Source: an optimization exercise on an open RTL-to-GDS flow (aim: small area and a short achievable clock period). Production flows keep margins and buffers that such runs may drop. At most, simulation tests tie the RTL to the original design; equivalence was not proved. No driver is modelled on the clock port, so clock power and skew are understated where the tree is cut down; a real chip needs a root buffer or a tree.

==> v12: inputs <==
// fibonacci
    module fibonacci(clk, rstn, val);
    input clk;
    input rstn;
    output [31:0] val;
    reg [15:0] pl, vl;
    reg [15:0] vh, ph;
    reg c, f;
    wire [15:0] lo;
    wire lo_c;
    wire [15:0] hi;
    wire hi_c;
    fib_add_lo u_lo (.a(vl), .b(pl), .ci(f), .s(lo), .co(lo_c));
    fib_add_lo u_hi (.a(vh), .b(ph), .ci(c), .s(hi), .co(hi_c));
    assign val = {vh, pl};
    always @(posedge clk or negedge rstn)
    begin
        if (!rstn) begin
            pl <= 16'd0;
            vl <= 16'd1;
            vh <= 16'd0;
            ph <= 16'd0;
            c  <= 1'b0;
            f  <= 1'b1;
        end else begin
            vl <= lo;
            c  <= lo_c;
            pl <= vl;
            vh <= hi;
            ph <= vh;
            f  <= 1'b0;
        end
    end
    endmodule
Settings: LEC_CHECK=0, CAP_MARGIN=20, CORE_MARGIN=2, CORE_UTILIZATION=40, SETUP_SLACK_MARGIN=3.3, SLEW_MARGIN=20, SYNTH_HIERARCHICAL=1; clock period 5.0 ns.
standard.sh (not shown) runs the stock make flow with config.mk's settings and CLKGATE_MAP_FILE= SYNTH_SCRIPT=/design/flow/synth_recipe.tcl, a recipe that flattens the netlist after the stock synthesis.
==> flow/flow/run.sh <==
#!/bin/bash
# Own layout flow: the standard ORFS flow (standard.sh, with the standard
# synthesis), with these changes:
#  - ports get the small buffer buf_1 (timing repair may size it up);
#  - after floorplan, logic cells start at their smallest size (downsize.tcl),
#    so that timing repair sizes up only what needs it;
#  - after CTS, the clock tree is replaced with a flat one (clock.tcl): the
#    clock port drives a few clock buffers, each driving a group of flip-flops.
# ORFS writes each step's full log under orfs/logs/; make's own output goes to
# flow_make.log in the work folder.
set -euo pipefail
cd "$(dirname "$0")/.."
W=$PWD
export CLK_PORT=clk
export CLK_NBUF=${CLK_NBUF:-4}
export CLK_BUF=${CLK_BUF:-sky130_fd_sc_hd__clkbuf_16}
bash standard.sh \
  "BUFFER_PORTS_ARGS=-buffer_cell sky130_fd_sc_hd__buf_1" \
  "CTS_ARGS=-sink_clustering_enable -repair_clock_nets -dont_use_dummy_load" \
  "POST_FLOORPLAN_TCL=$W/flow/downsize.tcl" \
  "POST_CTS_TCL=$W/flow/clock.tcl" \
  finish > flow_make.log 2>&1
Other scripts of this flow, unchanged in this note and not shown: flow/flow/clock.tcl, flow/flow/downsize.tcl
==> inputs of v11, as changes to v12 <==
--- a/flow/design.v
+++ b/flow/design.v
@@ -1,40 +1,159 @@
-    module fibonacci(clk, rstn, val);
-    input clk;
-    input rstn;
-    output [31:0] val;
-    reg [15:0] pl, vl;
-    reg [15:0] vh, ph;
-    reg c, f;
-    wire [15:0] lo;
-    wire lo_c;
-    wire [15:0] hi;
-    wire hi_c;
-    fib_add_lo u_lo (.a(vl), .b(pl), .ci(f), .s(lo), .co(lo_c));
-    fib_add_lo u_hi (.a(vh), .b(ph), .ci(c), .s(hi), .co(hi_c));
-    assign val = {vh, pl};
-    always @(posedge clk or negedge rstn)
-    begin
-        if (!rstn) begin
-            pl <= 16'd0;
-            vl <= 16'd1;
-            vh <= 16'd0;
-            ph <= 16'd0;
-            c  <= 1'b0;
-            f  <= 1'b1;
-        end else begin
-            vl <= lo;
-            c  <= lo_c;
-            pl <= vl;
-            vh <= hi;
-            ph <= vh;
-            f  <= 1'b0;
-        end
+module fibonacci(clk, rstn, val);
+input clk;
+input rstn;
+output [31:0] val;
+reg [15:0] pl;
+reg [15:1] vl;
+reg vl0_n;
+reg [15:0] vh, ph;
+reg c, f_n;
+wire [15:0] lo;   
+wire lo_c;
+wire [15:0] hi;
+wire hi_c;
+fib_add_lo u_lo (.a({vl, vl0_n}), .b(pl), .ci(f_n), .s(lo), .co(lo_c));
+fib_add_hi u_hi (.a(vh), .b(ph), .ci(c), .s(hi), .co(hi_c));
+assign val = {vh, pl};
+always @(posedge clk or negedge rstn)
+begin
+    if (!rstn) begin
+        pl    <= 16'd0;
+        vl    <= 15'd0;
+        vl0_n <= 1'b0;
+        vh    <= 16'd0;
+        ph    <= 16'd0;
+        c     <= 1'b0;
+        f_n   <= 1'b0;
+    end else begin
+        vl    <= lo[15:1];
+        vl0_n <= lo[0];
+        c     <= lo_c;
+        pl    <= {vl, ~vl0_n};
+        vh    <= hi;
+        ph    <= vh;
+        f_n   <= 1'b1;
     end
-    endmodule
+end
+endmodule
 module fib_add_lo(a, b, ci, s, co);
+    input [15:0] a, b;
+    input ci;
+    output [15:0] s;
+    output co;
+    wire w1, w2, w3, w4, w5, w6, w7, w8, w9, w10, w11, w12, w13, w14, w15, w16, w17, w18, w19, w20, w21, w22, w23, w24, w25, w26, w27, w28, w29, w30, w31, w32, w33, w34, w35, w36, w37, w38, w39, w40, w41, w42, w43, w44, w45, w46, w47, w48, w49, w50, w51, w52, w53, w54, w55, w56, w57, w58, w59, w60, w61, w62, w63, w64, w65, w66, w67, w68, w69, w70, w71, w72, w73, w74, w75, w76, w77, w78, w79, w80, w81, w82, w83, w84, w85, w86, w87, w88, w89, w90, w91;
+    fib_nand2b g1 (.a(a[0]), .b(b[0]), .y(w1));
+    fib_nor2b g2 (.a(b[0]), .b(a[0]), .y(w2));
+    fib_xnor2 g3 (.a(a[0]), .b(b[0]), .y(w3));
+    fib_nand2 g4 (.a(a[1]), .b(b[1]), .y(w4));
+    fib_nor2 g5 (.a(a[1]), .b(b[1]), .y(w5));
+    fib_xor2 g6 (.a(a[1]), .b(b[1]), .y(w6));
+    fib_nand2 g7 (.a(a[2]), .b(b[2]), .y(w7));
+    fib_nor2 g8 (.a(a[2]), .b(b[2]), .y(w8));
+    fib_xor2 g9 (.a(a[2]), .b(b[2]), .y(w9));
+    fib_nand2 g10 (.a(a[3]), .b(b[3]), .y(w10));
+    fib_nor2 g11 (.a(a[3]), .b(b[3]), .y(w11));
+    fib_xor2 g12 (.a(a[3]), .b(b[3]), .y(w12));
+    fib_nand2 g13 (.a(a[4]), .b(b[4]), .y(w13));
+    fib_nor2 g14 (.a(a[4]), .b(b[4]), .y(w14));
+    fib_xor2 g15 (.a(a[4]), .b(b[4]), .y(w15));
+    fib_nand2 g16 (.a(a[5]), .b(b[5]), .y(w16));
+    fib_nor2 g17 (.a(a[5]), .b(b[5]), .y(w17));
+    fib_xor2 g18 (.a(a[5]), .b(b[5]), .y(w18));
+    fib_nand2 g19 (.a(a[6]), .b(b[6]), .y(w19));
+    fib_nor2 g20 (.a(a[6]), .b(b[6]), .y(w20));
+    fib_xor2 g21 (.a(a[6]), .b(b[6]), .y(w21));
+    fib_nand2 g22 (.a(a[7]), .b(b[7]), .y(w22));
+    fib_nor2 g23 (.a(a[7]), .b(b[7]), .y(w23));
+    fib_xor2 g24 (.a(a[7]), .b(b[7]), .y(w24));
+    fib_nand2 g25 (.a(a[8]), .b(b[8]), .y(w25));
+    fib_nor2 g26 (.a(a[8]), .b(b[8]), .y(w26));
+    fib_xor2 g27 (.a(a[8]), .b(b[8]), .y(w27));
+    fib_nand2 g28 (.a(a[9]), .b(b[9]), .y(w28));
+    fib_nor2 g29 (.a(a[9]), .b(b[9]), .y(w29));
+    fib_xor2 g30 (.a(a[9]), .b(b[9]), .y(w30));
+    fib_nand2 g31 (.a(a[10]), .b(b[10]), .y(w31));
+    fib_nor2 g32 (.a(a[10]), .b(b[10]), .y(w32));
+    fib_xor2 g33 (.a(a[10]), .b(b[10]), .y(w33));
+    fib_nand2 g34 (.a(a[11]), .b(b[11]), .y(w34));
+    fib_nor2 g35 (.a(a[11]), .b(b[11]), .y(w35));
+    fib_xor2 g36 (.a(a[11]), .b(b[11]), .y(w36));
+    fib_nand2 g37 (.a(a[12]), .b(b[12]), .y(w37));
+    fib_nor2 g38 (.a(a[12]), .b(b[12]), .y(w38));
+    fib_xor2 g39 (.a(a[12]), .b(b[12]), .y(w39));
+    fib_nand2 g40 (.a(a[13]), .b(b[13]), .y(w40));
+    fib_nor2 g41 (.a(a[13]), .b(b[13]), .y(w41));
+    fib_xor2 g42 (.a(a[13]), .b(b[13]), .y(w42));
+    fib_nand2 g43 (.a(a[14]), .b(b[14]), .y(w43));
+    fib_nor2 g44 (.a(a[14]), .b(b[14]), .y(w44));
+    fib_xor2 g45 (.a(a[14]), .b(b[14]), .y(w45));
+    fib_nand2 g46 (.a(a[15]), .b(b[15]), .y(w46));
+    fib_nor2 g47 (.a(a[15]), .b(b[15]), .y(w47));
+    fib_xor2 g48 (.a(a[15]), .b(b[15]), .y(w48));
+    fib_oai21 g49 (.a(w2), .b(ci), .c(w1), .y(w49));
+    fib_oai21 g50 (.a(w8), .b(w4), .c(w7), .y(w50));
+    fib_nor2 g51 (.a(w8), .b(w5), .y(w51));
+    fib_oai21 g52 (.a(w14), .b(w10), .c(w13), .y(w52));
+    fib_nor2 g53 (.a(w14), .b(w11), .y(w53));
+    fib_oai21 g54 (.a(w20), .b(w16), .c(w19), .y(w54));
+    fib_nor2 g55 (.a(w20), .b(w17), .y(w55));
+    fib_oai21 g56 (.a(w26), .b(w22), .c(w25), .y(w56));
+    fib_nor2 g57 (.a(w26), .b(w23), .y(w57));
+    fib_oai21 g58 (.a(w32), .b(w28), .c(w31), .y(w58));
+    fib_nor2 g59 (.a(w32), .b(w29), .y(w59));
+    fib_oai21 g60 (.a(w38), .b(w34), .c(w37), .y(w60));
+    fib_nor2 g61 (.a(w38), .b(w35), .y(w61));
+    fib_oai21 g62 (.a(w44), .b(w40), .c(w43), .y(w62));
+    fib_nor2 g63 (.a(w44), .b(w41), .y(w63));
+    fib_aoi21 g64 (.a(w51), .b(w49), .c(w50), .y(w64));
+    fib_aoi21 g65 (.a(w55), .b(w52), .c(w54), .y(w65));
+    fib_nand2 g66 (.a(w55), .b(w53), .y(w66));
+    fib_aoi21 g67 (.a(w59), .b(w56), .c(w58), .y(w67));
+    fib_nand2 g68 (.a(w59), .b(w57), .y(w68));
+    fib_aoi21 g69 (.a(w63), .b(w60), .c(w62), .y(w69));
+    fib_nand2 g70 (.a(w63), .b(w61), .y(w70));
+    fib_oai21 g71 (.a(w66), .b(w64), .c(w65), .y(w71));
+    fib_oai21 g72 (.a(w70), .b(w67), .c(w69), .y(w72));
+    fib_nor2 g73 (.a(w70), .b(w68), .y(w73));
+    fib_aoi21 g74 (.a(w73), .b(w71), .c(w72), .y(w74));
+    fib_inv g75 (.a(w71), .y(w75));
+    fib_oai21 g76 (.a(w68), .b(w75), .c(w67), .y(w76));
+    fib_inv g77 (.a(w64), .y(w77));
+    fib_aoi21 g78 (.a(w53), .b(w77), .c(w52), .y(w78));
+    fib_aoi21 g79 (.a(w57), .b(w71), .c(w56), .y(w79));
+    fib_aoi21 g80 (.a(w61), .b(w76), .c(w60), .y(w80));
+    fib_inv g81 (.a(w49), .y(w81));
+    fib_oai21 g82 (.a(w5), .b(w81), .c(w4), .y(w82));
+    fib_oai21 g83 (.a(w11), .b(w64), .c(w10), .y(w83));
+    fib_oai21 g84 (.a(w17), .b(w78), .c(w16), .y(w84));
+    fib_inv g85 (.a(w71), .y(w85));
+    fib_oai21 g86 (.a(w23), .b(w85), .c(w22), .y(w86));
+    fib_oai21 g87 (.a(w29), .b(w79), .c(w28), .y(w87));
+    fib_inv g88 (.a(w76), .y(w88));
+    fib_oai21 g89 (.a(w35), .b(w88), .c(w34), .y(w89));
+    fib_oai21 g90 (.a(w41), .b(w80), .c(w40), .y(w90));
+    fib_oai21 g91 (.a(w47), .b(w74), .c(w46), .y(w91));
+    fib_xor2 g92 (.a(w3), .b(ci), .y(s[0]));
+    fib_xor2 g93 (.a(w6), .b(w49), .y(s[1]));
+    fib_xor2 g94 (.a(w9), .b(w82), .y(s[2]));
+    fib_xnor2 g95 (.a(w12), .b(w64), .y(s[3]));
+    fib_xor2 g96 (.a(w15), .b(w83), .y(s[4]));
+    fib_xnor2 g97 (.a(w18), .b(w78), .y(s[5]));
+    fib_xor2 g98 (.a(w21), .b(w84), .y(s[6]));
+    fib_xor2 g99 (.a(w24), .b(w71), .y(s[7]));
+    fib_xor2 g100 (.a(w27), .b(w86), .y(s[8]));
+    fib_xnor2 g101 (.a(w30), .b(w79), .y(s[9]));
+    fib_xor2 g102 (.a(w33), .b(w87), .y(s[10]));
+    fib_xor2 g103 (.a(w36), .b(w76), .y(s[11]));
+    fib_xor2 g104 (.a(w39), .b(w89), .y(s[12]));
+    fib_xnor2 g105 (.a(w42), .b(w80), .y(s[13]));
+    fib_xor2 g106 (.a(w45), .b(w90), .y(s[14]));
+    fib_xnor2 g107 (.a(w48), .b(w74), .y(s[15]));
+    assign co = w91;
+endmodule
+module fib_add_hi(a, b, ci, s, co);
     input [15:0] a, b;
     input ci;
     output [15:0] s;
     output co;
     wire w1, w2, w3, w4, w5, w6, w7, w8, w9, w10, w11, w12, w13, w14, w15, w16, w17, w18, w19, w20, w21, w22, w23, w24, w25, w26, w27, w28, w29, w30, w31, w32, w33, w34, w35, w36, w37, w38, w39, w40, w41, w42, w43, w44, w45, w46, w47, w48, w49, w50, w51, w52, w53, w54, w55, w56, w57, w58, w59, w60, w61, w62, w63, w64, w65, w66, w67, w68, w69, w70, w71, w72, w73, w74, w75, w76, w77, w78, w79, w80, w81, w82, w83, w84, w85, w86, w87, w88, w89, w90, w91, w92;
     fib_nand2 g1 (.a(a[0]), .b(b[0]), .y(w1));
@@ -174,12 +293,17 @@
 endmodule
 module fib_nand2b(a, b, y);
     input a, b;
     output y;
     assign y = ~(~a & b);
 endmodule
+module fib_nor2b(a, b, y);
+    input a, b;
+    output y;
+    assign y = ~(a | ~b);
+endmodule
 module fib_aoi21(a, b, c, y);
     input a, b, c;
     output y;
     assign y = ~((a & b) | c);
 endmodule
 module fib_oai21(a, b, c, y);
==> flow/flow/run.sh (replaced) <==
#!/bin/bash
# Own layout flow: the standard ORFS flow (standard.sh, with the standard
# synthesis), with these changes:
#  - ports get the small buffer buf_1 (timing repair may size it up);
#  - timing repair only sizes cells up and swaps pins (SETUP_MOVE_SEQUENCE);
#  - after floorplan, logic cells start at their smallest size (downsize.tcl),
#    so that timing repair sizes up only what needs it;
#  - after CTS, the clock tree is replaced with a flat one (clock.tcl): the
#    clock port drives a few clock buffers, each driving a group of flip-flops.
# ORFS writes each step's full log under orfs/logs/; make's own output goes to
# flow_make.log in the work folder.
set -euo pipefail
cd "$(dirname "$0")/.."
W=$PWD
export CLK_PORT=clk
export CLK_NBUF=${CLK_NBUF:-4}
export CLK_BUF=${CLK_BUF:-sky130_fd_sc_hd__clkbuf_16}
# timing repair only resizes cells and swaps pins: no new buffers
SEQ=${SEQ:-sizeup,swap}
bash standard.sh \
  "BUFFER_PORTS_ARGS=-buffer_cell sky130_fd_sc_hd__buf_1" \
  "CTS_ARGS=-sink_clustering_enable -repair_clock_nets -dont_use_dummy_load" \
  "POST_FLOORPLAN_TCL=$W/flow/downsize.tcl" \
  "POST_CTS_TCL=$W/flow/clock.tcl" \
  "SETUP_MOVE_SEQUENCE=$SEQ" \
  finish > flow_make.log 2>&1
==> results.json <==
{
  "outcome": "no timing/DRC/antenna violations",
  "reg2reg_depth": 9,
  "hold_path_startpoint": "vh[15]",
  "viasPerCell": 4.59,
  "die_area_mm2": 0.00798,
  "wl_met1_um": 2340,
  "mostFrequentLayoutCells": "dfrtp_1 (54), xor2_1 (53), nor2_1 (39)",
  "reg2reg_to": "vl[14]",
  "multi_input_area_mm2": 0.00130,
  "grt_pass1_vias": 1818,
  "pre_cts_ws_ns": 2.44,
  "place_area_mm2": 0.00310
}
That was v11.
==> results.json <==
{
  "reg2reg_depth": 11,
  "skew_ns": 0.00392,
  "die_area_mm2": 0.00796,
  "seq_area_share_pct": 42.7,
  "antenna_found_initial": 0,
  "mostFrequentLayoutCells": "dfrtp_1 (64), xor2_1 (54), buf_4 (50)",
  "placedCellCount": 413,
  "hold_path_startpoint": "vl[0]",
  "outcome": "no timing/DRC/antenna violations",
  "pre_cts_ws_ns": 2.39,
  "place_area_mm2": 0.00310,
  "maxCapViolCount": 0,
  "reg2reg_to": "vl[12]",
  "slew_headroom_pct": 61.2
}
That was v12.
The RTL of v12 was laid out without a check of its function. In every run of this note, the design's own scripts or RTL, not TritonCTS, make the clock network.

[static timing again, ports no longer ideal]
How much do the figures lean on ideal ports? The routed layouts below were timed once more, with nothing changed but the port constraints. Step 1 assumes that a clkbuf_16 drives the clock port and a buf_2 every other input. Step 2 moves the port delays by t, midway between the first and last clock arrival at a register: inputs arrive t later, outputs are due t later. That takes back most of the time a late clock gives input paths. a / b / c = ideal / step 1 / step 2; a / b = the first two.
| run | t (ns) | slack for setup (ns) | worst setup path at the end | latest minus earliest clock arrival (ns) | worst data-port slew with drivers (ns) |
|---|---|---|---|---|---|
| v12 | 0.211 | 3.220 / 3.144 / 3.280 | register to register | 0.005 / 0.004 | 0.03 |
| v11 | 0.209 | 3.262 / 3.188 / 3.280 | register to register | 0.008 / 0.007 | 0.03 |
After both steps setup and hold are still met in every run listed.
